This is an optimization exercise on Yosys and OpenROAD, whose aim is small area, not a production implementation. At most, simulation tests tie the RTL to the original design; equivalence was not proved. Function not checked in run 5: the RTL went through the layout flow alone.

===== flow/flow/run.sh =====
#!/bin/bash
set -euo pipefail
{
  echo 'export CTS_ARGS = -sink_clustering_enable -repair_clock_nets -dont_use_dummy_load -buf_list sky130_fd_sc_hd__clkbuf_8 -sink_clustering_size 20 -sink_clustering_max_diameter 50'
  echo 'export BUFFER_PORTS_ARGS = -buffer_cell sky130_fd_sc_hd__buf_2'
  echo 'export RECOVER_POWER = 100'
} >> config.mk
bash standard.sh > standard_flow.log 2>&1

===== flow/standard.sh =====
#!/bin/bash
# synth_recipe.tcl (not shown) runs the flow's synth.tcl, then flattens the netlist and writes it again
# the make line also repeats each setting of config.mk as NAME=value (left out here)
make -C /OpenROAD-flow-scripts/flow DESIGN_CONFIG=/design/flow/config.mk WORK_HOME=/design/flow/orfs CLKGATE_MAP_FILE= SYNTH_SCRIPT=/design/flow/synth_recipe.tcl "${@:-finish}"

===== flow/design.v =====
module rotator_rca #(parameter W = 13) (
    input  [W-1:0] a,
    input  [W-1:0] b,
    input          ci,
    output [W-1:0] s
);
wire [W:0] c;
assign c[0] = ci;
genvar i;
generate
    for (i = 0; i < W; i = i + 1) begin : bit_
        assign s[i]   = ~(~a[i] ^ b[i] ^ c[i]);
        assign c[i+1] = ~((~a[i] & ~b[i]) | (~c[i] & (~a[i] | ~b[i])));
    end
endgenerate
endmodule
module rotator_incdec #(parameter W = 13) (
    input  [W-1:0] a,
    input          inc,
    input          dec,
    output [W-1:0] s
);
wire [W:0] pi, pd;
assign pi[0] = inc;
assign pd[0] = dec;
genvar i;
generate
    for (i = 0; i < W; i = i + 1) begin : bit_
        assign s[i]    = a[i] ^ (pi[i] | pd[i]);
        assign pi[i+1] = pi[i] & a[i];
        assign pd[i+1] = pd[i] & ~a[i];
    end
endgenerate
endmodule
module rotator #(parameter SH = 1) (
    input  [12:0] x_i,
    input  [12:0] y_i,
    input         d,
    output [12:0] x_o,
    output [12:0] y_o
);
wire [12:0] sx = {{SH{x_i[12]}}, x_i[12:SH]};
wire [12:0] sy = {{SH{y_i[12]}}, y_i[12:SH]};
rotator_rca #(13) ax (.a(x_i), .b(sy ^ {13{d}}),  .ci(d),  .s(x_o));
rotator_rca #(13) ay (.a(y_i), .b(sx ^ {13{~d}}), .ci(~d), .s(y_o));
endmodule
module rotator_tail (
    input  [12:0] x_i,
    input  [12:0] y_i,
    input  [3:0]  d,       
    input         nc,
    input         ns,
    output [4:0]  kc,
    output [4:0]  ks
);
wire xa1 = &x_i[11:2], xa0 = ~|x_i[11:2];
wire ya1 = &y_i[11:2], ya0 = ~|y_i[11:2];
function sgn;
    input       s, a1, a0;
    input [3:0] w;
begin
    sgn = s ^ (~w[3] & w[2] & a1) ^ (w[3] & a0);
end
endfunction
function [3:0] step;
    input [3:0] w;
    input       s, up;
    reg   [3:0] p;
begin
    p[0] = s;
    p[1] = p[0] & ~(w[0] ^ up);
    p[2] = p[1] & ~(w[1] ^ up);
    p[3] = p[2] & ~(w[2] ^ up);
    step = w ^ p;
end
endfunction
wire [3:0] wx0 = {2'b00, x_i[1:0]}, wy0 = {2'b00, y_i[1:0]};
wire [3:0] wx1 = step(wx0, y_i[12],  d[3]);
wire [3:0] wy1 = step(wy0, x_i[12], ~d[3]);
wire sx1 = sgn(x_i[12], xa1, xa0, wx1), sy1 = sgn(y_i[12], ya1, ya0, wy1);
wire [3:0] wx2 = step(wx1, sy1,  d[2]);
wire [3:0] wy2 = step(wy1, sx1, ~d[2]);
wire sx2 = sgn(x_i[12], xa1, xa0, wx2), sy2 = sgn(y_i[12], ya1, ya0, wy2);
wire [3:0] wx3 = step(wx2, sy2,  d[1]);
wire [3:0] wy3 = step(wy2, sx2, ~d[1]);
wire sx3 = sgn(x_i[12], xa1, xa0, wx3), sy3 = sgn(y_i[12], ya1, ya0, wy3);
wire [3:0] wx4 = step(wx3, sy3,  d[0]);
wire [3:0] wy4 = step(wy3, sx3, ~d[0]);
rotator_rca #(5) akc (.a({wx4[3], wx4} ^ {5{nc}}), .b({2'b00, nc, 1'b0, nc}), .ci(1'b0), .s(kc));
rotator_rca #(5) aks (.a({wy4[3], wy4} ^ {5{ns}}), .b({2'b00, ns, 1'b0, ns}), .ci(1'b0), .s(ks));
endmodule
module cordic (
    input         clk,
    input         rst,
    input  [12:0] x_i,
    input  [1:0]  quarter_in,
    input  [15:0] theta_i,
    output [12:0] sin_o,
    output [12:0] cos_o
);
function lt16;
    input [15:0] v;
    input [15:0] k;
    integer j;
    reg r;
begin
    r = 1'b0;
    for (j = 0; j < 16; j = j + 1)
        r = k[j] ? (~v[j] | r) : (~v[j] & r);
    lt16 = r;
end
endfunction
wire        big = lt16(16'd57121, theta_i);
wire [15:0] ang = big ? 16'd57121 : theta_i;
wire [15:0] z1_sub;
rotator_rca #(16) az0 (.a(ang), .b(16'd39812), .ci(1'b0), .s(z1_sub));  
wire        nz  = |theta_i;
wire        n1v = nz | (x_i == 13'h1000);
wire        d1v = ~nz | ~lt16(theta_i, 16'd25724);    
wire [12:0] sa0 = {x_i[12], x_i[12:1]};
wire        mx0 = n1v & d1v;
wire [3:0]  x2lo_n, y2lo_n;
rotator_rca #(4) ax0 (.a({1'b0, x_i[2:0]}), .b({1'b0, sa0[2:0] ^ {3{mx0}}}),
                      .ci(mx0 | (~n1v & x_i[0])), .s(x2lo_n));
rotator_rca #(4) ay0 (.a({1'b0, x_i[2:0] ^ {3{~n1v}}}), .b({1'b0, sa0[2:0] ^ {3{~d1v}}}),
                      .ci(~d1v | ~n1v), .s(y2lo_n));
reg  [9:0]  ah1;      
reg  [3:0]  x2lo1, y2lo1;    
reg         n1;
reg  [15:0] z1;
reg  [1:0]  q1;
always @(posedge clk) begin
    ah1   <= x_i[12:3];
    x2lo1 <= x2lo_n;
    y2lo1 <= y2lo_n;
    n1    <= n1v;
    z1    <= nz ? z1_sub : 16'd25722;
    q1    <= quarter_in;
end
wire        d1 = ~z1[15];
wire [9:0]  sah = {ah1[9], ah1[9:1]};    
wire        mx = n1 & d1;
wire [12:0] x2_n, y2_n;
assign x2_n[2:0] = x2lo1[2:0];
assign y2_n[2:0] = y2lo1[2:0];
rotator_rca #(10) ax1 (.a(ah1), .b(sah ^ {10{mx}}), .ci(x2lo1[3]), .s(x2_n[12:3]));
rotator_rca #(10) ay1 (.a(ah1 ^ {10{~n1}}), .b(sah ^ {10{~d1}}), .ci(y2lo1[3]), .s(y2_n[12:3]));
wire [14:0] z2_n;
rotator_rca #(15) az1 (.a(z1[14:0]), .b(d1 ? -15'sd15204 : 15'sd15204), .ci(1'b0), .s(z2_n));
reg [12:0] x2, y2;
reg [14:0] z2;
reg [1:0]  q2;
always @(posedge clk) begin
    x2 <= x2_n; y2 <= y2_n; z2 <= z2_n; q2 <= q1;
end
wire        d2 = ~z2[14];
wire [12:0] x3_n, y3_n;
rotator #(2) r2 (.x_i(x2), .y_i(y2), .d(d2), .x_o(x3_n), .y_o(y3_n));
wire [13:0] z3_n;
rotator_rca #(14) az2 (.a(z2[13:0]), .b(d2 ? -14'sd8028 : 14'sd8028), .ci(1'b0), .s(z3_n));
reg [12:0] x3, y3;
reg [13:0] z3;
reg [1:0]  q3;
always @(posedge clk) begin
    x3 <= x3_n; y3 <= y3_n; z3 <= z3_n; q3 <= q2;
end
wire        d3 = ~z3[13];
wire [12:0] x4_n, y4_n;
rotator #(3) r3 (.x_i(x3), .y_i(y3), .d(d3), .x_o(x4_n), .y_o(y4_n));
wire [12:0] z4_n;
rotator_rca #(13) az3 (.a(z3[12:0]), .b(d3 ? -13'sd4076 : 13'sd4076), .ci(1'b0), .s(z4_n));
reg [12:0] x4, y4;
reg [12:0] z4;
reg [1:0]  q4;
always @(posedge clk) begin
    x4 <= x4_n; y4 <= y4_n; z4 <= z4_n; q4 <= q3;
end
wire        d4 = ~z4[12];
wire [12:0] x5_n, y5_n;
rotator #(4) r4 (.x_i(x4), .y_i(y4), .d(d4), .x_o(x5_n), .y_o(y5_n));
wire [11:0] z5_n;
rotator_rca #(12) az4 (.a(z4[11:0]), .b(d4 ? -12'sd2045 : 12'sd2045), .ci(1'b0), .s(z5_n));
reg [12:0] x5, y5;
reg [11:0] z5;
reg [1:0]  q5;
always @(posedge clk) begin
    x5 <= x5_n; y5 <= y5_n; z5 <= z5_n; q5 <= q4;
end
wire        d5 = ~z5[11];
wire [12:0] x6_n, y6_n;
rotator #(5) r5 (.x_i(x5), .y_i(y5), .d(d5), .x_o(x6_n), .y_o(y6_n));
wire [10:0] z6_n;
rotator_rca #(11) az5 (.a(z5[10:0]), .b(d5 ? -11'sd1022 : 11'sd1022), .ci(1'b0), .s(z6_n));
reg [12:0] x6, y6;
reg [10:0] z6;
reg [1:0]  q6;
always @(posedge clk) begin
    x6 <= x6_n; y6 <= y6_n; z6 <= z6_n; q6 <= q5;
end
wire        d6 = ~z6[10];
wire [12:0] x7_n, y7_n;
rotator #(6) r6 (.x_i(x6), .y_i(y6), .d(d6), .x_o(x7_n), .y_o(y7_n));
wire [9:0] z7_n;
rotator_rca #(10) az6 (.a(z6[9:0]), .b(d6 ? -10'sd511 : 10'sd511), .ci(1'b0), .s(z7_n));
reg [12:0] x7, y7;
reg [9:0]  z7;
reg [1:0]  q7;
always @(posedge clk) begin
    x7 <= x7_n; y7 <= y7_n; z7 <= z7_n; q7 <= q6;
end
wire        d7 = ~z7[9];
wire [12:0] x8_n, y8_n;
rotator #(7) r7 (.x_i(x7), .y_i(y7), .d(d7), .x_o(x8_n), .y_o(y8_n));
reg [12:0] x8, y8;
reg [8:0]  z8;
reg [1:0]  q8;
always @(posedge clk) begin
    x8 <= x8_n; y8 <= y8_n; z8 <= {~z7[8], z7[7:0]}; q8 <= q7;
end
wire        d8 = ~z8[8];
wire [12:0] x9_n, y9_n;
rotator #(8) r8 (.x_i(x8), .y_i(y8), .d(d8), .x_o(x9_n), .y_o(y9_n));
reg [12:0] x9, y9;
reg [7:0]  z9;
reg [1:0]  q9;
always @(posedge clk) begin
    x9 <= x9_n; y9 <= y9_n; z9 <= {~z8[7], z8[6:0]}; q9 <= q8;
end
wire        d9 = ~z9[7];
wire [12:0] x10_n, y10_n;
rotator #(9) r9 (.x_i(x9), .y_i(y9), .d(d9), .x_o(x10_n), .y_o(y10_n));
wire [6:0]  u9 = {~z9[6], z9[5:0]};
wire [6:0]  v9;
rotator_incdec #(7) az9 (.a(u9), .inc(~d9 & (u9 != 7'h3f)), .dec(d9 & (u9 != 7'h40)), .s(v9));
reg [12:0] x10, y10;
reg [5:0]  dd10;      
reg [1:0]  q10;
always @(posedge clk) begin
    x10 <= x10_n; y10 <= y10_n; dd10 <= {~v9[6], v9[5:1]}; q10 <= q9;
end
wire [12:0] x11_n, y11_n;
rotator #(10) r10 (.x_i(x10), .y_i(y10), .d(dd10[5]), .x_o(x11_n), .y_o(y11_n));
reg [12:0] x11, y11;
reg [4:0]  dd11;
reg [1:0]  q11;
always @(posedge clk) begin
    x11 <= x11_n; y11 <= y11_n; dd11 <= dd10[4:0]; q11 <= q10;
end
wire [12:0] x12_n, y12_n;
rotator #(11) r11 (.x_i(x11), .y_i(y11), .d(dd11[4]), .x_o(x12_n), .y_o(y12_n));
reg [12:0] x12, y12;
reg [3:0]  dd12;
reg [1:0]  q12;
always @(posedge clk) begin
    x12 <= x12_n; y12 <= y12_n; dd12 <= dd11[3:0]; q12 <= q11;
end
wire        ns = q12[1];             
wire        nc = q12[1] ^ q12[0];    
wire [4:0]  kc_n, ks_n;
rotator_tail tail (
    .x_i(x12), .y_i(y12), .d(dd12), .nc(nc), .ns(ns), .kc(kc_n), .ks(ks_n)
);
reg [12:0] xs13, ys13;
reg [4:0]  kc13, ks13;
always @(posedge clk) begin
    xs13 <= {x12[12:2] ^ {11{nc}}, 2'b00}; ys13 <= {y12[12:2] ^ {11{ns}}, 2'b00};
    kc13 <= kc_n; ks13 <= ks_n;
end
wire [12:0] c_n, s_n;
assign c_n[1:0] = kc13[1:0];
assign s_n[1:0] = ks13[1:0];
rotator_rca #(11) ac (.a(xs13[12:2]), .b({{8{kc13[4]}}, kc13[4:2]}), .ci(1'b0), .s(c_n[12:2]));
rotator_rca #(11) as (.a(ys13[12:2]), .b({{8{ks13[4]}}, ks13[4:2]}), .ci(1'b0), .s(s_n[12:2]));
reg [12:0] cos14, sin14;
always @(posedge clk) begin
    cos14 <= {~c_n[12], c_n[11:0]}; sin14 <= {~s_n[12], s_n[11:0]};
end
reg [12:0] cos15, sin15;
always @(posedge clk) begin
    cos15 <= cos14; sin15 <= sin14;
end
reg  [3:0]  since_rst;
always @(posedge clk) begin
    if (rst)
        since_rst <= 4'd0;
    else if (since_rst != 4'd15)
        since_rst <= since_rst + 4'd1;
end
wire        clr = rst | (since_rst != 4'd15);
reg [12:0] sin_r, cos_r;
always @(posedge clk) begin
    sin_r <= clr ? 13'h1000 : sin15;
    cos_r <= clr ? 13'h1000 : cos15;
end
assign sin_o = sin_r;
assign cos_o = cos_r;
endmodule
module Sine_wave
    #(
        parameter DATA_WIDTH    = 12,
        parameter ANGLE_WIDTH   = 16
    )(
    input                       clk,
    input                       reset,
    input                       ce,
    input  [DATA_WIDTH:0]       ampl,
    input  [ANGLE_WIDTH-1:0]    step,
    output [DATA_WIDTH:0]    sin_wave,
    output [DATA_WIDTH:0]    cos_wave
);
reg [15:0] angle;
reg [1:0]  state;
wire        up  = ~state[0];    
wire [15:0] op  = step ^ {16{~up}};
wire [8:0]  lo, hi0, hi1;
rotator_rca #(9) alo (.a({1'b0, angle[7:0]}),  .b({1'b0, op[7:0]}),  .ci(~up),  .s(lo));
rotator_rca #(9) ah0 (.a({1'b0, angle[15:8]}), .b({1'b0, op[15:8]}), .ci(1'b0), .s(hi0));
rotator_rca #(9) ah1 (.a({1'b0, angle[15:8]}), .b({1'b0, op[15:8]}), .ci(1'b1), .s(hi1));
wire [8:0]  hi  = lo[8] ? hi1 : hi0;
wire [16:0] sum = {hi[8] ^ ~up, hi[7:0], lo[7:0]};
function lt16;
    input [15:0] v;
    input [15:0] k;
    integer j;
    reg r;
begin
    r = 1'b0;
    for (j = 0; j < 16; j = j + 1)
        r = k[j] ? (~v[j] | r) : (~v[j] & r);
    lt16 = r;
end
endfunction
wire        up_ok = lt16(16'd51315, step) | (sum < 17'd51315);
wire        dn_ok = ~sum[16] & (|sum[15:0]);
wire        ok    = up ? up_ok : dn_ok;
always @(posedge clk) begin
    if (ce) begin
        if (reset) begin
            state <= 2'd0;
            angle <= 16'd0;
        end else if (ok) begin
            angle <= sum[15:0];
        end else begin
            state <= state + 2'd1;
        end
    end
end
cordic cordic (
    .clk        (clk),
    .rst        (reset),
    .x_i        (ampl),
    .quarter_in (state),
    .theta_i    (angle),
    .sin_o      (sin_wave),
    .cos_o      (cos_wave)
);
endmodule

===== flow/config.mk =====
export PLATFORM = sky130hd
export DESIGN_NAME = Sine_wave
export DESIGN_NICKNAME = Sine_wave
export VERILOG_FILES = /design/flow/design.v
export SDC_FILE = /design/flow/constraint.sdc
export NUM_CORES = 4
export LEC_CHECK = 0
export CAP_MARGIN = 20
export CORE_MARGIN = 2
export CORE_UTILIZATION = 65
export PLACE_DENSITY = 0.75
export SLEW_MARGIN = 20
export CTS_ARGS = -sink_clustering_enable -repair_clock_nets -dont_use_dummy_load -buf_list sky130_fd_sc_hd__clkbuf_8 -sink_clustering_size 20 -sink_clustering_max_diameter 50
export BUFFER_PORTS_ARGS = -buffer_cell sky130_fd_sc_hd__buf_2
export RECOVER_POWER = 100

===== flow/constraint.sdc =====
create_clock -name core_clock -period 5.0 [get_ports {clk}]
set_input_delay 1.0000 -clock core_clock [delete_from_list [all_inputs] [get_ports {clk}]]
set_output_delay 1.0000 -clock core_clock [all_outputs]
set_load 0.01 [all_outputs]

==> reports/results.txt, run 1 <==
Outcome: no timing/DRC/antenna violations
Register-to-register setup slack: 0.09 ns
Full die area: 39,700 µm²
Minimum clock period: 4.91 ns
Max Cap Viol: 0
Area added between synthesis and finish: 10.3%
Clock Skews: 0.0634 ns
Die X: 199 µm
Synth top area share: 0.457
Top cells by area, synth: dfxtp_1, fa_1, xnor2_1, xor2_1, edfxtp_1
Register area share after synthesis: 0.479
Global route overflow: 0
Fmax: 204 MHz
Fraction of layout cells with a size suffix above 1: 0.230
Post-synth EDFFs: 18
Crit-path cells: xnor2_1, fa_2, fa_2, fa_2, fa_1, fa_1, fa_1, fa_1, fa_2, fa_2, fa_2, fa_1, xor2_1
Initial antenna violation count: 0
Buffers & Inverters on Critical Path: 0
Core area: 37,600 µm²
Post-synthesis register bit count: 584
Placed standard-cell area: 26,500 µm²
Core Rows: 71
Crit. End Element: flip-flop
Die H: 199 µm
Fill cells: 2,566
Number of remaining DRC errors: 0
Worst path required time: 5.50 ns
Final max-slew violation count: 0
Root Buffer Master: clkbuf_8
Starting Density: 0.659
Fin crit share: 0.982
Setup-failing EPs final: 0
GRT Util Overall: 0.209
Area leader, netlist: dfxtp_1
Crit path max-delay family: adder cells
Top cell by count, worst path: fa_2
Sum Neg Setup Slack: 0 ns
Post-DR vias/cell: 5.10
Initial drt markers: 617
CTS clock-pin slew for the worst setup and hold paths: 0.10 ns
Hpwl dp: 29.7 mm
Final Util: 0.727
Placed Cells: 2,381
Final instance area: 27,300 µm²
Worst min path class: reg2reg
Routability Congestion: 0.896
CTS tree: built
Vias post-DR: 12,400
Synthesized area: 24,800 µm²
CTS H-tree depth: 2
Ports: 58
Overall routed net length: 38.1 mm
Crit path DAT: 5.41 ns
Most used DFF post-synth: dfxtp_1
Final layout net count: 2,315
Buffer depth of the longest clock path: 3
Total CTS buffers: 44
Largest net degree at the start of global routing: 28
First-pass DRT Iterations: 5
Port Buf Inserts: 57
Mean Syn Cell Area: 13.9 µm²
Final hold violation count: 0
CP Max Fanout: 5
First-pass GRT wire length: 64.9 mm
Mapped Nets: 2,175
Mapped Cells: 1,781
Antenna Nets Post-Route: 0
Num Clock Sinks: 584
Normalized max-slew margin: 0.356
Worst path max stage delay: 0.40 ns
Worst skew pair latency: 0.63 ns
Post-Layout Cell Count: 2,431
Critical path launch point type: flip-flop
Worst-margin pin slew: 0.965 ns
Slowest-stage cell, CP: fa_1
Synth cell types: 83
Synth async-reset ratio: 0
DR WL/cell: 15.7 µm
Worst setup path category: reg2reg
Synth warn: 3
Vias in the first global route: 13,500
Hold buffer count at CTS: 0
timing repair:
| action | in CTS | in global routing |
|---|---|---|
| resized for setup | 39 | 52 |
| pin swaps | 0 | 5 |
| gates cloned | 0 | 1 |
| endpoints found under the setup margin | 38 | 46 |
| setup buffers | 0 | 4 |
| hold endpoints to repair | 0 | 0 |
cells by family after synthesis:
| group | count (synthesis) | share of synthesized area |
|---|---|---|
| DFF | 584 | 0.479 |
| xor gates and xnor gates | 307 | 0.111 |
| buffers and inverters | 129 | 0.0219 |
| muxes | 32 | 0.0136 |
| AOI/OAI and AO/OA | 96 | 0.0281 |
| adders and majority gates | 362 | 0.285 |
| and+or+nand+nor | 271 | 0.0612 |
cell type report:
type                            count  area, µm²  area share
Sequential cell                   584      11900       0.436
Inverter                           75        282      0.0103
Clock buffer                       44        606      0.0222
Timing Repair Buffer              147        956      0.0350
Tap cell                          511        639      0.0234
Antenna cell                        1       2.50   0.0000916
Multi-Input combinational cell   1069      12900       0.473
metal layers:
layer | share of wire | wire length (µm) | GRT usage
met3 | 0.038 | 1460 | 0.0380
met4 | 0.029 | 1120 | 0.0691
met5 | 0 | 0 | 0
met2 | 0.52 | 19800 | 0.369
met1 | 0.41 | 15700 | 0.261
cell usage after synthesis, drive strengths merged (23+ instances only):
master	instances
nor3	23
nand2	43
xor2	136
and2	32
o21ai	26
fa	338
clkbuf	32
xnor2	170
dfxtp	566
nor2	47
ha	24
inv	73
cells in the final DEF, fill, tap and decap left out, types with 5 or more instances in the layout:
cell / synthesis / layout
ha_1: 24 / 23
nand3_1: 18 / 18
o21ai_0: 25 / 24
nor3_1: 23 / 22
inv_1: 73 / 73
nand4_1: 14 / 14
clkbuf_1: 30 / 10
buf_4: 3 / 81
fa_2: 0 / 180
mux2_2: 14 / 14
nor4_1: 14 / 14
xnor2_1: 167 / 165
clkbuf_8: 1 / 44
edfxtp_1: 18 / 18
a31oi_1: 8 / 8
dfxtp_1: 566 / 548
a21oi_1: 14 / 13
and2_1: 31 / 31
nor2b_1: 12 / 12
fa_1: 338 / 158
nand2_1: 43 / 43
dfxtp_4: 0 / 10
or2_2: 11 / 11
nor2_1: 46 / 45
nor3b_1: 9 / 7
or3_1: 6 / 6
nand2b_1: 9 / 9
o211ai_1: 5 / 5
xor2_1: 135 / 132
mux2i_1: 18 / 18
buf_2: 5 / 52
dfxtp_2: 0 / 8
and3_1: 8 / 8
registers in the layout, summed over array words and instances, names as in the netlist, 14 cells and up:
name	cells
cordic.z3	14
cordic.z1	16
cordic.z2	15
angle	16
final timing paths:
check / startpoint / endpoint / cells past startpoint
setup / recovery: cordic.z8[8] / cordic.x9[12] / 13
hold / removal: cordic.dd10[2] / cordic.dd11[2] / 0
setup reg to reg: cordic.z8[8] / cordic.x9[12] / 13
hold reg to reg: cordic.dd10[2] / cordic.dd11[2] / 0
per-stage QoR:
| step | hold WS, ns | worst slack (ns) |
|---|---|---|
| floorplan | 0.309 | -0.00501 |
| global placement | 0.310 | -0.334 |
| detailed placement | 0.312 | -0.449 |
| CTS | 0.275 | 0.0164 |
| global route | 0.282 | -0.0299 |
| finish | 0.282 | 0.0886 |
worst register-to-register path, stage by stage, from the launching register on:
cell     delay [ns]
dfxtp_4        0.37
xnor2_1        0.15
fa_2           0.37
fa_2           0.37
fa_2           0.36
fa_1           0.40
fa_1           0.40
fa_1           0.39
fa_1           0.39
fa_2           0.35
fa_2           0.34
fa_2           0.34
fa_1           0.38
xor2_1         0.16
==> run 2, diff against run 1 <==
--- a/flow/config.mk
+++ b/flow/config.mk
@@ -10,3 +10,5 @@
 export CORE_UTILIZATION = 65
-export PLACE_DENSITY = 0.75
+export CTS_BUF_LIST = sky130_fd_sc_hd__clkbuf_8
+export CTS_CLUSTER_DIAMETER = 50
+export CTS_CLUSTER_SIZE = 20
 export SLEW_MARGIN = 20
==> run 2 against run 1 <==
Compared with the run above: still clean on timing, DRC and antenna; wire length is 0.43% higher; synthesized area stayed put; synthesized cell count stayed put; setup slack better by 0.0042 ns; register-to-register slack hardly changed; via count hardly changed; clock skew is 0.0086 ns lower; critical endpoint is now cordic.x8[12]; highest routed layer unchanged.
==> reports/results.txt, run 2 <==
Min-Delay Path Depth: 0 (unchanged)
Number of remaining DRC errors: 0 (unchanged)
Total CTS buffers: 42 (-4.5%)
Mapped Cells: 1,781 (unchanged)
Die X: 199 µm (unchanged)
CTS clock-pin slew for the worst setup and hold paths: 0.10 ns (about the same)
Commonest cells in the netlist: dfxtp_1, fa_1, xnor2_1, xor2_1, inv_1
DR WL/cell: 15.7 µm (+0.52%)
Synthesized area: 24,800 µm² (unchanged)
Root Buffer Master: clkbuf_8
Full die area: 39,700 µm² (unchanged)
Post-synthesis register bit count: 584 (unchanged)
Setup ws final: 0.0929 ns (+0.00424 ns)
Final Util: 0.727 (about the same)
Synth async-reset ratio: 0 (unchanged)
Clock Skews: 0.0548 ns (-0.00857 ns)
Area added between synthesis and finish: 10.2% (about the same)
Worst r2r path cells: 13 (unchanged)
Fmax: 204 MHz (about the same)
Register area share after synthesis: 0.479 (unchanged)
Sum Neg Setup Slack: 0 ns (unchanged)
Top cells by area, synth: dfxtp_1, fa_1, xnor2_1, xor2_1, edfxtp_1
First-pass GRT wire length: 65.1 mm (+0.22%)
Starting Density: 0.659 (unchanged)
Commonest non-fill, non-tap cell in the layout: dfxtp_1
Most instantiated library cell after synthesis: dfxtp_1
Post-synth EDFFs: 18 (unchanged)
Vias in the first global route: 13,400 (-0.71%)
Crit path DAT: 5.41 ns (about the same)
Worst setup path category: reg2reg
Port Buf Inserts: 57 (unchanged)
Hpwl dp: 30.0 mm (+0.96%)
Hold Slack: 0.312 ns (+0.0294 ns)
Most frequent cells in the layout: dfxtp_1, fa_2, xnor2_1, fa_1, xor2_1
Post-CTS setup buffers: 0 (unchanged)
Setup-failing EPs final: 0 (unchanged)
N_diodes: 0 (-1)
Final instance area: 27,300 µm² (about the same)
Final hold violation count: 0 (unchanged)
Synth cell types: 83 (unchanged)
Global route overflow: 0 (unchanged)
Core area: 37,600 µm² (unchanged)
Placed Cells: 2,386 (+0.21%)
Area leader, netlist: dfxtp_1
Worst skew pair latency: 0.63 ns (about the same)
Hold buffer count at CTS: 0 (unchanged)
Worst r2r src: cordic.z7[9]
Worst min path class: reg2reg
CTS tree: built
Vias post-DR: 12,400 (-0.032%)
CTS H-tree depth: 2 (unchanged)
First-pass DRT Iterations: 5 (unchanged)
Buffer depth of the longest clock path: 3 (unchanged)
Synth warn: 3 (unchanged)
Core Rows: 71 (unchanged)
Mean Syn Cell Area: 13.9 µm² (unchanged)
Final max-slew violation count: 0 (unchanged)
Post-DR vias/cell: 5.10 (about the same)
Place WS: -0.420 ns (+0.0295 ns)
Fin crit share: 0.981 (about the same)
Most used DFF post-synth: dfxtp_1
Overall routed net length: 38.3 mm (+0.43%)
Die H: 199 µm (unchanged)
Mapped Nets: 2,175 (unchanged)
CP Max Fanout: 5 (unchanged)
Worst path required time: 5.50 ns (about the same)
GRT Util Overall: 0.210 (+0.000754)
Crit. End Element: flip-flop
Num Clock Sinks: 584 (unchanged)
Normalized max-slew margin: 0.152 (-0.203)
Largest net degree at the start of global routing: 28 (unchanged)
Fraction of layout cells with a size suffix above 1: 0.227 (-0.00249)
Initial antenna violation count: 1 (+1)
CP Launch Point: cordic.z7[9]
Worst-margin pin slew: 1.27 ns (+0.307 ns)
Critical path launch point type: flip-flop
Critical hold path startpoint: cordic.cos14[9]
Synth top area share: 0.457 (unchanged)
Final layout net count: 2,314 (-0.043%)
Largest regs: angle x16, cordic.z1 x16, cordic.z2 x15
Minimum clock period: 4.91 ns (-0.00424 ns)
Antenna Nets Post-Route: 0 (unchanged)
Post-Layout Cell Count: 2,429 (-0.082%)
Placed standard-cell area: 26,500 µm² (+0.20%)
Max Cap Viol: 0 (unchanged)
Initial drt markers: 561 (-9.1%)
Outcome: no timing/DRC/antenna violations
Routability Congestion: 0.907 (+1.3%)
Ports: 58 (unchanged)
[run 2: worst paths after layout]
kind	slack [ns]	to
setup / recovery	0.09	cordic.x8[12]
hold / removal	0.31	cordic.cos15[9]
setup reg to reg	0.09	cordic.x8[12]
hold reg to reg	0.31	cordic.cos15[9]
[run 2: cell type report]
type                            count  area, µm²
Tap cell                          511        639
Fill cell                        2620      10300
Sequential cell                   584      11900
Clock buffer                       42        578
Multi-Input combinational cell   1069      12900
Inverter                           75        282
Timing Repair Buffer              148        957
[run 2: timing repair]
item	in CTS	in global routing
cloned	0	1
pin swaps	1	4
resized for setup	43	52
endpoints found under the setup margin	23	48
[run 2: logic make-up (layout without fill, tap and decap cells)]
kind of cell	after synthesis	after routing	synth area share
compound gates	96	97	0.0281
xor+xnor	307	307	0.111
fa+ha+maj	362	362	0.285
buf+inv	129	265	0.0219
flops	584	584	0.479
mux	32	32	0.0136
simple gates	271	271	0.0612
[run 2: critical path: stages (launching register included)]
cell and delay, ns:
dfxtp_4 0.38, xnor2_1 0.15, fa_2 0.37, fa_2 0.35, fa_2 0.36, fa_2 0.37
fa_2 0.36, fa_2 0.35, fa_1 0.39, fa_1 0.39, fa_1 0.39, fa_1 0.39
fa_1 0.38, xor2_1 0.16
[run 2: per-layer routing]
metal	GRT usage	vias up	routed length (µm)
met1	0.269	6197	16000
met2	0.366	196	19700
met3	0.0370	69	1470
li1	-	5927	-
met4	0.0650	0	1110
met5	0	-	0
==> run 3, diff against run 2 <==
--- a/flow/design.v
+++ b/flow/design.v
@@ -95,3 +95,4 @@
     input  [12:0] x_i,
-    input  [1:0]  quarter_in,
+    input         quarter_inc,    
+    input         quarter_clr,    
     input  [15:0] theta_i,
@@ -113,5 +114,4 @@
 wire        big = lt16(16'd57121, theta_i);
-wire [15:0] ang = big ? 16'd57121 : theta_i;
 wire [15:0] z1_sub;
-rotator_rca #(16) az0 (.a(ang), .b(16'd39812), .ci(1'b0), .s(z1_sub));  
+rotator_rca #(16) az0 (.a(theta_i), .b(16'd39812), .ci(1'b0), .s(z1_sub));  
 wire        nz  = |theta_i;
@@ -130,3 +130,2 @@
 reg  [15:0] z1;
-reg  [1:0]  q1;
 always @(posedge clk) begin
@@ -136,4 +135,3 @@
     n1    <= n1v;
-    z1    <= nz ? z1_sub : 16'd25722;
-    q1    <= quarter_in;
+    z1    <= ~nz ? 16'd25722 : big ? 16'd31397 : z1_sub;    
 end
@@ -151,5 +149,4 @@
 reg [14:0] z2;
-reg [1:0]  q2;
 always @(posedge clk) begin
-    x2 <= x2_n; y2 <= y2_n; z2 <= z2_n; q2 <= q1;
+    x2 <= x2_n; y2 <= y2_n; z2 <= z2_n;
 end
@@ -162,5 +159,4 @@
 reg [13:0] z3;
-reg [1:0]  q3;
 always @(posedge clk) begin
-    x3 <= x3_n; y3 <= y3_n; z3 <= z3_n; q3 <= q2;
+    x3 <= x3_n; y3 <= y3_n; z3 <= z3_n;
 end
@@ -173,5 +169,4 @@
 reg [12:0] z4;
-reg [1:0]  q4;
 always @(posedge clk) begin
-    x4 <= x4_n; y4 <= y4_n; z4 <= z4_n; q4 <= q3;
+    x4 <= x4_n; y4 <= y4_n; z4 <= z4_n;
 end
@@ -184,5 +179,4 @@
 reg [11:0] z5;
-reg [1:0]  q5;
 always @(posedge clk) begin
-    x5 <= x5_n; y5 <= y5_n; z5 <= z5_n; q5 <= q4;
+    x5 <= x5_n; y5 <= y5_n; z5 <= z5_n;
 end
@@ -195,5 +189,4 @@
 reg [10:0] z6;
-reg [1:0]  q6;
 always @(posedge clk) begin
-    x6 <= x6_n; y6 <= y6_n; z6 <= z6_n; q6 <= q5;
+    x6 <= x6_n; y6 <= y6_n; z6 <= z6_n;
 end
@@ -206,5 +199,4 @@
 reg [9:0]  z7;
-reg [1:0]  q7;
 always @(posedge clk) begin
-    x7 <= x7_n; y7 <= y7_n; z7 <= z7_n; q7 <= q6;
+    x7 <= x7_n; y7 <= y7_n; z7 <= z7_n;
 end
@@ -215,5 +207,4 @@
 reg [8:0]  z8;
-reg [1:0]  q8;
 always @(posedge clk) begin
-    x8 <= x8_n; y8 <= y8_n; z8 <= {~z7[8], z7[7:0]}; q8 <= q7;
+    x8 <= x8_n; y8 <= y8_n; z8 <= {~z7[8], z7[7:0]};
 end
@@ -224,5 +215,4 @@
 reg [7:0]  z9;
-reg [1:0]  q9;
 always @(posedge clk) begin
-    x9 <= x9_n; y9 <= y9_n; z9 <= {~z8[7], z8[6:0]}; q9 <= q8;
+    x9 <= x9_n; y9 <= y9_n; z9 <= {~z8[7], z8[6:0]};
 end
@@ -236,5 +226,4 @@
 reg [5:0]  dd10;      
-reg [1:0]  q10;
 always @(posedge clk) begin
-    x10 <= x10_n; y10 <= y10_n; dd10 <= {~v9[6], v9[5:1]}; q10 <= q9;
+    x10 <= x10_n; y10 <= y10_n; dd10 <= {~v9[6], v9[5:1]};
 end
@@ -244,5 +233,4 @@
 reg [4:0]  dd11;
-reg [1:0]  q11;
 always @(posedge clk) begin
-    x11 <= x11_n; y11 <= y11_n; dd11 <= dd10[4:0]; q11 <= q10;
+    x11 <= x11_n; y11 <= y11_n; dd11 <= dd10[4:0];
 end
@@ -252,5 +240,15 @@
 reg [3:0]  dd12;
-reg [1:0]  q12;
 always @(posedge clk) begin
-    x12 <= x12_n; y12 <= y12_n; dd12 <= dd11[3:0]; q12 <= q11;
+    x12 <= x12_n; y12 <= y12_n; dd12 <= dd11[3:0];
+end
+reg  [11:0] qsteps;
+reg  [1:0]  q12;
+always @(posedge clk) begin
+    if (quarter_clr) begin
+        qsteps <= 12'd0;
+        q12    <= 2'd0;
+    end else begin
+        qsteps <= {qsteps[10:0], quarter_inc};
+        q12    <= q12 + {1'b0, qsteps[11]};
+    end
 end
@@ -351,3 +349,4 @@
     .x_i        (ampl),
-    .quarter_in (state),
+    .quarter_inc(ce & ~reset & ~ok),
+    .quarter_clr(ce & reset),
     .theta_i    (angle),
--- a/flow/flow/run.sh
+++ b/flow/flow/run.sh
@@ -5,3 +5,2 @@
   echo 'export BUFFER_PORTS_ARGS = -buffer_cell sky130_fd_sc_hd__buf_2'
-  echo 'export RECOVER_POWER = 100'
 } >> config.mk
--- a/flow/config.mk
+++ b/flow/config.mk
@@ -13,2 +13,3 @@
 export CTS_CLUSTER_SIZE = 20
+export SETUP_SLACK_MARGIN = 0.05
 export SLEW_MARGIN = 20
@@ -16,2 +17 @@
 export BUFFER_PORTS_ARGS = -buffer_cell sky130_fd_sc_hd__buf_2
-export RECOVER_POWER = 100
==> run 3 against run 2 <==
Compared with the run above: still clean on timing, DRC and antenna; synthesized cell count shrank 3.2%; final cell count shrank 4.1%; die area shrank 2.5%; global-route usage shrank 1.0 points; via count shrank 4.6%; synthesized area shrank 2.6%; highest routed layer unchanged.
==> reports/results.txt, run 3 <==
Ports: 58 (unchanged)
Fin crit share: 0.994 (+0.0127)
Global route overflow: 0 (unchanged)
Full die area: 38,700 µm² (-2.5%)
Normalized max-slew margin: 0.275 (+0.123)
Antenna Nets Post-Route: 0 (unchanged)
Top cell by count, worst path: fa_2
Largest net degree at the start of global routing: 28 (unchanged)
Vias in the first global route: 12,900 (-4.1%)
Core area: 36,600 µm² (-2.6%)
Worst path required time: 5.46 ns (-0.04 ns)
Final hold violation count: 0 (unchanged)
Port Buf Inserts: 57 (unchanged)
Die X: 197 µm (-1.3%)
Worst skew pair latency: 0.63 ns (about the same)
Worst r2r path cells: 13 (unchanged)
Buffer depth of the longest clock path: 3 (unchanged)
Final Util: 0.734 (+0.00761)
Synth cell types: 67 (-19%)
CTS H-tree depth: 2 (unchanged)
First-pass GRT wire length: 61.2 mm (-5.9%)
Crit. End Element: flip-flop
Min-Delay Path Depth: 0 (unchanged)
Post-Layout Cell Count: 2,329 (-4.1%)
Critical path launch point type: flip-flop
Synthesized area: 24,100 µm² (-2.6%)
Crit-path cells: xnor2_2, fa_2, fa_2, fa_2, fa_2, fa_2, fa_2, fa_2, fa_2, fa_2, fa_2, fa_2, xor2_1
Area leader, netlist: dfxtp_1
Minimum clock period: 4.97 ns (+0.0633 ns)
Synth warn: 3 (unchanged)
Routability Congestion: 0.886 (-2.4%)
Area of the multi-input gates: 12,700 µm² (-1.4%)
Clock Skews: 0.0626 ns (+0.00779 ns)
Commonest non-fill, non-tap cell in the layout: dfxtp_1
GRT Util Overall: 0.200 (-0.0101)
Fmax: 201 MHz (-1.3%)
Initial antenna violation count: 1 (unchanged)
Number of remaining DRC errors: 0 (unchanged)
Hpwl dp: 28.2 mm (-6.2%)
RSZ-0062 raised after global routing: yes
Commonest cells in the netlist: dfxtp_1, fa_1, xnor2_1, xor2_1, inv_1
N_diodes: 0 (unchanged)
Core Rows: 70 (-1.4%)
Root Buffer Master: clkbuf_8
Placed Cells: 2,276 (-4.6%)
DR WL/cell: 15.4 µm (-2.0%)
Most instantiated library cell after synthesis: dfxtp_1
Mapped Nets: 2,121 (-2.5%)
Area added between synthesis and finish: 11.3%
Post-DR vias/cell: 5.07 (-0.54%)
Slowest-stage cell, CP: fa_2
Crit path DAT: 5.43 ns (+0.02 ns)
Synth top area share: 0.461 (+0.00375)
Overall routed net length: 36.0 mm (-6.0%)
Most frequent cells in the layout: dfxtp_1, fa_2, xnor2_1, xor2_1, fa_1
Outcome: no timing/DRC/antenna violations
Total CTS buffers: 44 (+4.8%)
Setup-failing EPs final: 0 (unchanged)
Final max-slew violation count: 0 (unchanged)
Sum Neg Setup Slack: 0 ns (unchanged)
Num Clock Sinks: 573 (-1.9%)
First-pass DRT Iterations: 5 (unchanged)
Starting Density: 0.659 (about the same)
Storage cell area: 11,700 µm² (-1.9%)
Vias post-DR: 11,800 (-4.6%)
Worst setup path category: reg2reg
Post-synth EDFFs: 17 (-1)
Largest regs: angle x16, cordic.z1 x16, cordic.z2 x15
Fill cells: 2,420 (-7.6%)
Final layout net count: 2,260 (-2.3%)
Max Cap Viol: 0 (unchanged)
Die H: 197 µm (-1.3%)
Initial drt markers: 415 (-26%)
Worst path max stage delay: 0.41 ns (+0.02 ns)
CTS clock-pin slew for the worst setup and hold paths: 0.11 ns (about the same)
Synth async-reset ratio: 0 (unchanged)
Worst min path class: reg2reg
Post-synthesis register bit count: 573 (-1.9%)
CTS tree: built
Register area share after synthesis: 0.482 (+0.00308)
Fraction of layout cells with a size suffix above 1: 0.262 (+0.0349)
Top cells by area, synth: dfxtp_1, fa_1, xnor2_1, xor2_1, edfxtp_1
Most used DFF post-synth: dfxtp_1
CP Max Fanout: 4 (-1)
Mapped Cells: 1,724 (-3.2%)
Hold buffer count at CTS: 0 (unchanged)
Worst-margin pin slew: 1.08 ns (-0.192 ns)
Mean Syn Cell Area: 14.0 µm² (+0.66%)
==> run 3: final timing paths <==
check                  start         endpoint  slack, ns
max           cordic.dd10[5]   cordic.y11[12]       0.03
min          cordic.cos14[6]  cordic.cos15[6]       0.31
max reg2reg   cordic.dd10[5]   cordic.y11[12]       0.03
min reg2reg  cordic.cos14[6]  cordic.cos15[6]       0.31
==> run 3: what timing repair did <==
action                     4_1_cts  5_1_grt
setup buffers                    2        6
setup endpoints to repair       22       46
pin swaps                        1       20
gates cloned                     0        1
resized for setup               45       70
==> run 3: critical path: cells and delay by family, from the launching register on <==
family / cells / cell delay, ns
DFF: 1 / 0.38
adders and majority gates: 11 / 4.12
xor gates and xnor gates: 2 / 0.31
==> run 3: final cells by class <==
class / count / area share
tap: 468 / 0.0218
sequential: 573 / 0.435
inverter: 81 / 0.0113
timing repair buffer: 139 / 0.0352
clock buffer: 44 / 0.0225
multi-input combinational: 1024 / 0.474
==> run 3: cell families (layout without fill, tap and decap cells) <==
logic type	count (synthesis)	count (layout)	share of synthesized area
buffers and inverters	127	264	0.0209
adders and majority gates	365	365	0.294
and+or+nand+nor	241	241	0.0527
xor gates and xnor gates	302	302	0.111
AOI/OAI and AO/OA	84	84	0.0233
DFF	573	573	0.482
muxes	32	32	0.0152
==> run 3: metal layers <==
layer	vias up	share of wire	GRT usage
met5	-	0	0
met4	0	0.027	0.0643
met3	77	0.037	0.0313
met2	172	0.52	0.357
met1	5898	0.41	0.251
li1	5668	-	-
==> run 3: per-stage QoR <==
stage	setup WS [ns]	hold slack, ns	area (µm²)
2_1_floorplan	-0.0544	0.309	24800
3_3_place_gp	-0.205	0.310	25900
3_5_place_dp	-0.283	0.312	25900
4_1_cts	-0.0216	0.313	26600
5_1_grt	-0.119	0.319	26900
6_report	0.0296	0.310	26900
==> run 4, diff against run 3 <==
--- a/flow/flow/run.sh
+++ b/flow/flow/run.sh
@@ -5,2 +5,3 @@
   echo 'export BUFFER_PORTS_ARGS = -buffer_cell sky130_fd_sc_hd__buf_2'
+  echo 'export RECOVER_POWER = 100'
 } >> config.mk
--- a/flow/config.mk
+++ b/flow/config.mk
@@ -17 +17,2 @@
 export BUFFER_PORTS_ARGS = -buffer_cell sky130_fd_sc_hd__buf_2
+export RECOVER_POWER = 100
==> run 4 against run 3 <==
Compared with the run above: still clean on timing, DRC and antenna; cell area decreased by 0.22%; hold slack hardly changed; register-to-register slack barely moved; sequential share of layout area is essentially flat; via count fell by 0.11%; die area unchanged; non-clock buffer count unchanged; count of clock-buffer cells in the layout is the same; critical path type unchanged; highest routed layer unchanged.
==> reports/results.txt, run 4 <==
Fraction of layout cells with a size suffix above 1: 0.246 (-0.0161)
Root Buffer Master: clkbuf_8
Normalized max-slew margin: 0.247 (-0.0280)
Hpwl dp: 28.2 mm (unchanged)
Synth top area share: 0.461 (unchanged)
Fmax: 201 MHz (about the same)
Post-DR vias/cell: 5.07 (-0.11%)
DR WL/cell: 15.4 µm (about the same)
N_diodes: 0 (unchanged)
Port Buf Inserts: 57 (unchanged)
Clock Skews: 0.0627 ns (+0.0000729 ns)
CP Launch Point: cordic.dd10[5]
Post-Layout Cell Count: 2,329 (unchanged)
Area added between synthesis and finish: 11.1%
Ports: 58 (unchanged)
Commonest cells in the netlist: dfxtp_1, fa_1, xnor2_1, xor2_1, inv_1
First-pass DRT Iterations: 5 (unchanged)
Minimum clock period: 4.97 ns (+0.00277 ns)
Synthesized area: 24,100 µm² (unchanged)
Most frequent cells in the layout: dfxtp_1, fa_2, xnor2_1, xor2_1, fa_1
Final Util: 0.733 (-0.00161)
Full die area: 38,700 µm² (unchanged)
Most used DFF post-synth: dfxtp_1
Largest regs: angle x16, cordic.z1 x16, cordic.z2 x15
Synth warn: 3 (unchanged)
Total CTS buffers: 44 (unchanged)
Final hold violation count: 0 (unchanged)
Critical hold path startpoint: cordic.cos14[6]
Worst skew pair latency: 0.63 ns (about the same)
Crit. End Element: flip-flop
Crit path DAT: 5.44 ns (about the same)
Core area: 36,600 µm² (unchanged)
RSZ-0062 raised after global routing: yes
CP Max Fanout: 4 (unchanged)
Final max-slew violation count: 0 (unchanged)
Vias in the first global route: 12,900 (unchanged)
Mean Syn Cell Area: 14.0 µm² (unchanged)
Buffer depth of the longest clock path: 3 (unchanged)
Core Rows: 70 (unchanged)
Register area share after synthesis: 0.482 (unchanged)
Outcome: no timing/DRC/antenna violations
Vias post-DR: 11,800 (-0.11%)
Num Clock Sinks: 573 (unchanged)
Worst r2r src: cordic.dd10[5]
Critical path launch point type: flip-flop
Worst min path class: reg2reg
Worst setup path category: reg2reg
Fin crit share: 0.995 (about the same)
Antenna Nets Post-Route: 0 (unchanged)
Overall routed net length: 36.0 mm (about the same)
Post-synth EDFFs: 17 (unchanged)
CTS tree: built
Worst path required time: 5.46 ns (about the same)
Commonest non-fill, non-tap cell in the layout: dfxtp_1
CTS H-tree depth: 2 (unchanged)
GRT Util Overall: 0.200 (unchanged)
Die H: 197 µm (unchanged)
Global route overflow: 0 (unchanged)
Max Cap Viol: 0 (unchanged)
Starting Density: 0.659 (unchanged)
Area leader, netlist: dfxtp_1
Mapped Nets: 2,121 (unchanged)
Mapped Cells: 1,724 (unchanged)
Setup-failing EPs final: 0 (unchanged)
Routability Congestion: 0.886 (unchanged)
First-pass GRT wire length: 61.2 mm (unchanged)
Worst-margin pin slew: 1.13 ns (+0.0498 ns)
Post-synthesis register bit count: 573 (unchanged)
CTS clock-pin slew for the worst setup and hold paths: 0.11 ns (about the same)
Largest net degree at the start of global routing: 28 (unchanged)
Placed Cells: 2,276 (unchanged)
Synth cell types: 67 (unchanged)
Top cells by area, synth: dfxtp_1, fa_1, xnor2_1, xor2_1, edfxtp_1
Initial antenna violation count: 1 (unchanged)
Final layout net count: 2,260 (unchanged)
Initial drt markers: 441 (+6.3%)
Die X: 197 µm (unchanged)
Number of remaining DRC errors: 0 (unchanged)
Synth async-reset ratio: 0 (unchanged)
Most instantiated library cell after synthesis: dfxtp_1
run 4: cell counts after synthesis:
Identical to the previous run, type by type.
run 4: final cells by class:
cell class,count,area (µm²)
tap,468,586
sequential,573,11700
fill,2440,9790
timing repair buffer,139,912
multi-input combinational,1024,12700
clock buffer,44,606
inverter,81,304
run 4: metal layers:
metal | GRT usage | vias to the layer above | share of wire
li1 | - | 5666 | -
met1 | 0.251 | 5891 | 0.41
met4 | 0.0643 | 0 | 0.027
met5 | 0 | - | 0
met2 | 0.357 | 172 | 0.52
met3 | 0.0313 | 73 | 0.037
run 4: metrics by stage:
| stage | hold slack (ns) | TNS [ns] | worst slack [ns] | area, µm² |
|---|---|---|---|---|
| 6_report | 0.310 | 0 | 0.0268 | 26800 |
| 2_1_floorplan | 0.309 | -0.875 | -0.0544 | 24800 |
| 5_1_grt | 0.319 | -0.874 | -0.119 | 26800 |
| 4_1_cts | 0.313 | -0.0216 | -0.0216 | 26600 |
| 3_5_place_dp | 0.312 | -5.74 | -0.283 | 25900 |
| 3_3_place_gp | 0.310 | -3.82 | -0.205 | 25900 |
run 4: what timing repair did:
action | 4_1_cts | 5_1_grt
pin swaps | 1 | 20
resized for setup | 45 | 70
setup buffers | 2 | 6
setup endpoints to repair | 22 | 46
hold buffers | 0 | 0
cloned | 0 | 1
run 4: kinds of logic (layout without fill, tap and decap cells):
logic type,count (synthesis),after routing,share of synthesized area
flops,573,573,0.482
simple gates,241,241,0.0527
buf+inv,127,264,0.0209
xor+xnor,302,302,0.111
fa+ha+maj,365,365,0.294
compound gates,84,84,0.0233
mux,32,32,0.0152
run 4: critical path, stage by stage, from the launching register on:
cell     delay, ns
dfxtp_4       0.38
xnor2_2       0.14
fa_2          0.37
fa_2          0.37
fa_2          0.37
fa_2          0.37
fa_2          0.37
fa_2          0.38
fa_2          0.41
fa_2          0.37
fa_2          0.37
fa_2          0.38
fa_2          0.36
xor2_1        0.17
run 4: final timing paths:
path / end / slack, ns / cells after the start
setup / recovery: cordic.y11[12] / 0.03 / 13
hold / removal: cordic.cos15[6] / 0.31 / 0
hold reg to reg: cordic.cos15[6] / 0.31 / 0
setup reg to reg: cordic.y11[12] / 0.03 / 13
==> run 5, diff against run 4 <==
--- a/flow/design.v
+++ b/flow/design.v
@@ -261,6 +261,6 @@
 reg [12:0] xs13, ys13;
-reg [4:0]  kc13, ks13;
+reg [3:0]  kc13, ks13;
 always @(posedge clk) begin
     xs13 <= {x12[12:2] ^ {11{nc}}, 2'b00}; ys13 <= {y12[12:2] ^ {11{ns}}, 2'b00};
-    kc13 <= kc_n; ks13 <= ks_n;
+    kc13 <= kc_n[3:0]; ks13 <= ks_n[3:0];
 end
@@ -269,4 +269,5 @@
 assign s_n[1:0] = ks13[1:0];
-rotator_rca #(11) ac (.a(xs13[12:2]), .b({{8{kc13[4]}}, kc13[4:2]}), .ci(1'b0), .s(c_n[12:2]));
-rotator_rca #(11) as (.a(ys13[12:2]), .b({{8{ks13[4]}}, ks13[4:2]}), .ci(1'b0), .s(s_n[12:2]));
+wire        kc4 = kc13[3] & kc13[2], ks4 = ks13[3] & ks13[2];
+rotator_rca #(11) ac (.a(xs13[12:2]), .b({{9{kc4}}, kc13[3:2]}), .ci(1'b0), .s(c_n[12:2]));
+rotator_rca #(11) as (.a(ys13[12:2]), .b({{9{ks4}}, ks13[3:2]}), .ci(1'b0), .s(s_n[12:2]));
 reg [12:0] cos14, sin14;
==> run 5 against run 4 <==
Compared with the run above: register-to-register slack gained 0.05 ns; sequential cell count shrank 2; utilization shrank 0.14 points; hold slack gained 0.0052 ns; clock skew grew 0.00063 ns; synthesized cell count grew 4.3%; highest routed layer unchanged; die area grew 1.7%; first-iteration DRC count shrank 4.8%; count of clock-buffer cells in the layout grew 1; largest cell class unchanged; maximum frequency grew 1.1%.
==> reports/results.txt, run 5 <==
Outcome: no timing/DRC/antenna violations
Worst path required time: 5.53 ns (+0.07 ns)
Most frequent cells in the layout: dfxtp_1, fa_2, xnor2_1, xor2_1, fa_1
Placed standard-cell area: 26,400 µm² (+2.1%)
Fmax: 203 MHz (+1.1%)
First-pass DRT Iterations: 5 (unchanged)
Core Rows: 71 (+1.4%)
Synthesized area: 24,600 µm² (+1.7%)
Final instance area: 27,300 µm² (+2.0%)
Commonest cells in the netlist: dfxtp_1, fa_1, xnor2_1, xor2_1, inv_1
CP Max Fanout: 5 (+1)
Ports: 58 (unchanged)
Die H: 198 µm (+0.85%)
Starting Density: 0.657 (-0.00268)
Worst min path class: reg2reg
Post-synth EDFFs: 17 (unchanged)
Commonest non-fill, non-tap cell in the layout: dfxtp_1
Initial antenna violation count: 0 (-1)
Root Buffer Master: clkbuf_8
Largest net degree at the start of global routing: 29 (+3.6%)
Synth top area share: 0.452 (-0.00952)
Final max-slew violation count: 0 (unchanged)
Area leader, netlist: dfxtp_1
Fill cells: 2,518 (+3.2%)
Vias post-DR: 12,400 (+5.1%)
CTS tree: built
Initial drt markers: 420 (-4.8%)
GRT Util Overall: 0.208 (+0.00836)
Final layout net count: 2,338 (+3.5%)
Full die area: 39,400 µm² (+1.7%)
CTS H-tree depth: 2 (unchanged)
Mean Syn Cell Area: 13.7 µm² (-2.4%)
Total CTS buffers: 45 (+2.3%)
RSZ-0062 raised after global routing: yes
Crit path DAT: 5.45 ns (about the same)
Final Util: 0.731 (-0.00138)
Area of the multi-input gates: 13,100 µm² (+2.9%)
Largest regs: angle x16, cordic.z1 x16, cordic.z2 x15
Mapped Cells: 1,798 (+4.3%)
Synth warn: 3 (unchanged)
Buffer depth of the longest clock path: 3 (unchanged)
Register area share after synthesis: 0.472 (-0.00988)
Synth async-reset ratio: 0 (unchanged)
First-pass GRT wire length: 64.1 mm (+4.7%)
Worst skew pair latency: 0.64 ns (about the same)
Post-DR vias/cell: 5.06 (-0.19%)
Vias in the first global route: 13,300 (+2.9%)
Antenna Nets Post-Route: 0 (unchanged)
N_diodes: 0 (unchanged)
Synth cell types: 72 (+7.5%)
Most instantiated library cell after synthesis: dfxtp_1
Core area: 37,400 µm² (+2.2%)
Max Cap Viol: 0 (unchanged)
Storage cell area: 11,600 µm² (-0.24%)
Clock Skews: 0.0633 ns (+0.000625 ns)
Port Buf Inserts: 57 (unchanged)
Most used DFF post-synth: dfxtp_1
Worst-margin pin slew: 1.21 ns (+0.0765 ns)
Num Clock Sinks: 571 (-0.35%)
Routability Congestion: 0.849 (-4.2%)
Minimum clock period: 4.92 ns (-0.0517 ns)
Area added between synthesis and finish: 11.3%
Fin crit share: 0.984 (-0.0103)
Critical path launch point type: flip-flop
CTS clock-pin slew for the worst setup and hold paths: 0.11 ns (about the same)
Top cells by area, synth: dfxtp_1, fa_1, xnor2_1, xor2_1, edfxtp_1
Final hold violation count: 0 (unchanged)
Overall routed net length: 38.2 mm (+6.1%)
Global route overflow: 0 (unchanged)
Post-synthesis register bit count: 571 (-0.35%)
Hpwl dp: 30.1 mm (+7.0%)
DR WL/cell: 15.6 µm (+0.82%)
Crit. End Element: flip-flop
Mapped Nets: 2,193 (+3.4%)
Fraction of layout cells with a size suffix above 1: 0.235 (-0.0112)
Normalized max-slew margin: 0.196 (-0.0510)
Number of remaining DRC errors: 0 (unchanged)
Setup-failing EPs final: 0 (unchanged)
Worst setup path category: reg2reg
Die X: 198 µm (+0.85%)
-- run 5: worst max-delay path: stages, from the launching register on --
cell and delay (ns):
dfxtp_4 0.38, xnor2_2 0.14, fa_2 0.38, fa_2 0.40, fa_2 0.35, fa_2 0.37
fa_2 0.38, fa_2 0.37, fa_2 0.37, fa_2 0.37, fa_2 0.39, fa_2 0.38
fa_2 0.37, xor2_1 0.16
-- run 5: path summary, 6_finish.rpt --
path	start	end	slack, ns	cells after the start
worst min-delay path	cordic.z7[1]	cordic.z8[1]	0.32	0
worst max register to register	cordic.dd10[5]	cordic.y11[12]	0.08	13
worst min register to register	cordic.z7[1]	cordic.z8[1]	0.32	0
worst max-delay path	cordic.dd10[5]	cordic.y11[12]	0.08	13
-- run 5: what timing repair did --
action                     CTS  global route
hold buffers                 0             0
cloned                       0             1
resized for setup           46            53
pin swaps                    9            14
setup buffers                1             9
setup endpoints to repair   39            46
-- run 5: kinds of logic (layout without fill, tap and decap cells) --
logic type	count (synthesis)	after routing	synth area share
buffers and inverters	136	279	0.0214
muxes	39	39	0.0172
and+or+nand+nor	271	271	0.0585
DFF	571	571	0.472
xor gates and xnor gates	310	310	0.112
AOI/OAI and AO/OA	108	108	0.0307
adders and majority gates	363	363	0.288
-- run 5: cell type report --
class	instances	area share
clock buffers	45	0.0227
repair buffers	152	0.0376
flip-flops and latches	571	0.426
inverters	82	0.0113
multi-input cells	1091	0.479
well taps	511	0.0234
-- run 5: per-layer routing --
layer	track usage	up-vias	wire (µm)
met4	0.0557	0	704
li1	-	5961	-
met1	0.265	6219	16000
met3	0.0363	50	1510
met5	0	-	0
met2	0.370	172	20000
-- run 5: through the flow --
stage	std cells	setup WS (ns)	hold slack, ns	TNS [ns]
finish	2452	0.0785	0.315	0
global route	2452	-0.103	0.323	-0.433
CTS	2442	0.00171	0.319	0
detailed placement	2396	-0.470	0.312	-8.99
global placement	2396	-0.410	0.310	-7.00
floorplan	1798	-0.0563	0.309	-0.952

re-timing with driven ports:
The flow's constraints put no driver on any port. The routed layouts listed below were extracted and timed again, unchanged, in two steps. Step 1 sets driving cells, clkbuf_16 on the clock port and buf_2 on the other inputs (assumed; they add their load-dependent delay and slew). Step 2, shift: input delay + t, output delay - t, t = (earliest + latest rising clock arrival at the registers) / 2. This alone moves slack from input paths to output paths. a / b / c = ideal / step 1 / step 2; a / b = the first two.
| run | shift t [ns] | setup slack, ns | hold WS [ns] |
|---|---|---|---|
| run 1 | 0.652 | 0.089 / 0.089 / -0.350 | 0.282 / 0.282 / 0.282 |
| run 2 | 0.651 | 0.093 / 0.093 / -0.329 | 0.312 / 0.312 / 0.312 |
| run 3 | 0.647 | 0.030 / 0.030 / -0.445 | 0.310 / 0.310 / 0.310 |
| run 4 | 0.647 | 0.027 / 0.027 / -0.453 | 0.310 / 0.310 / 0.310 |
| run 5 | 0.657 | 0.079 / 0.079 / -0.358 | 0.315 / 0.315 / 0.315 |
Met with ideal ports but missed after step 2: setup timing in every run listed. The setup slack of run 4, which loses most, moves by 0.000 ns with the drivers and by -0.480 ns with both steps.
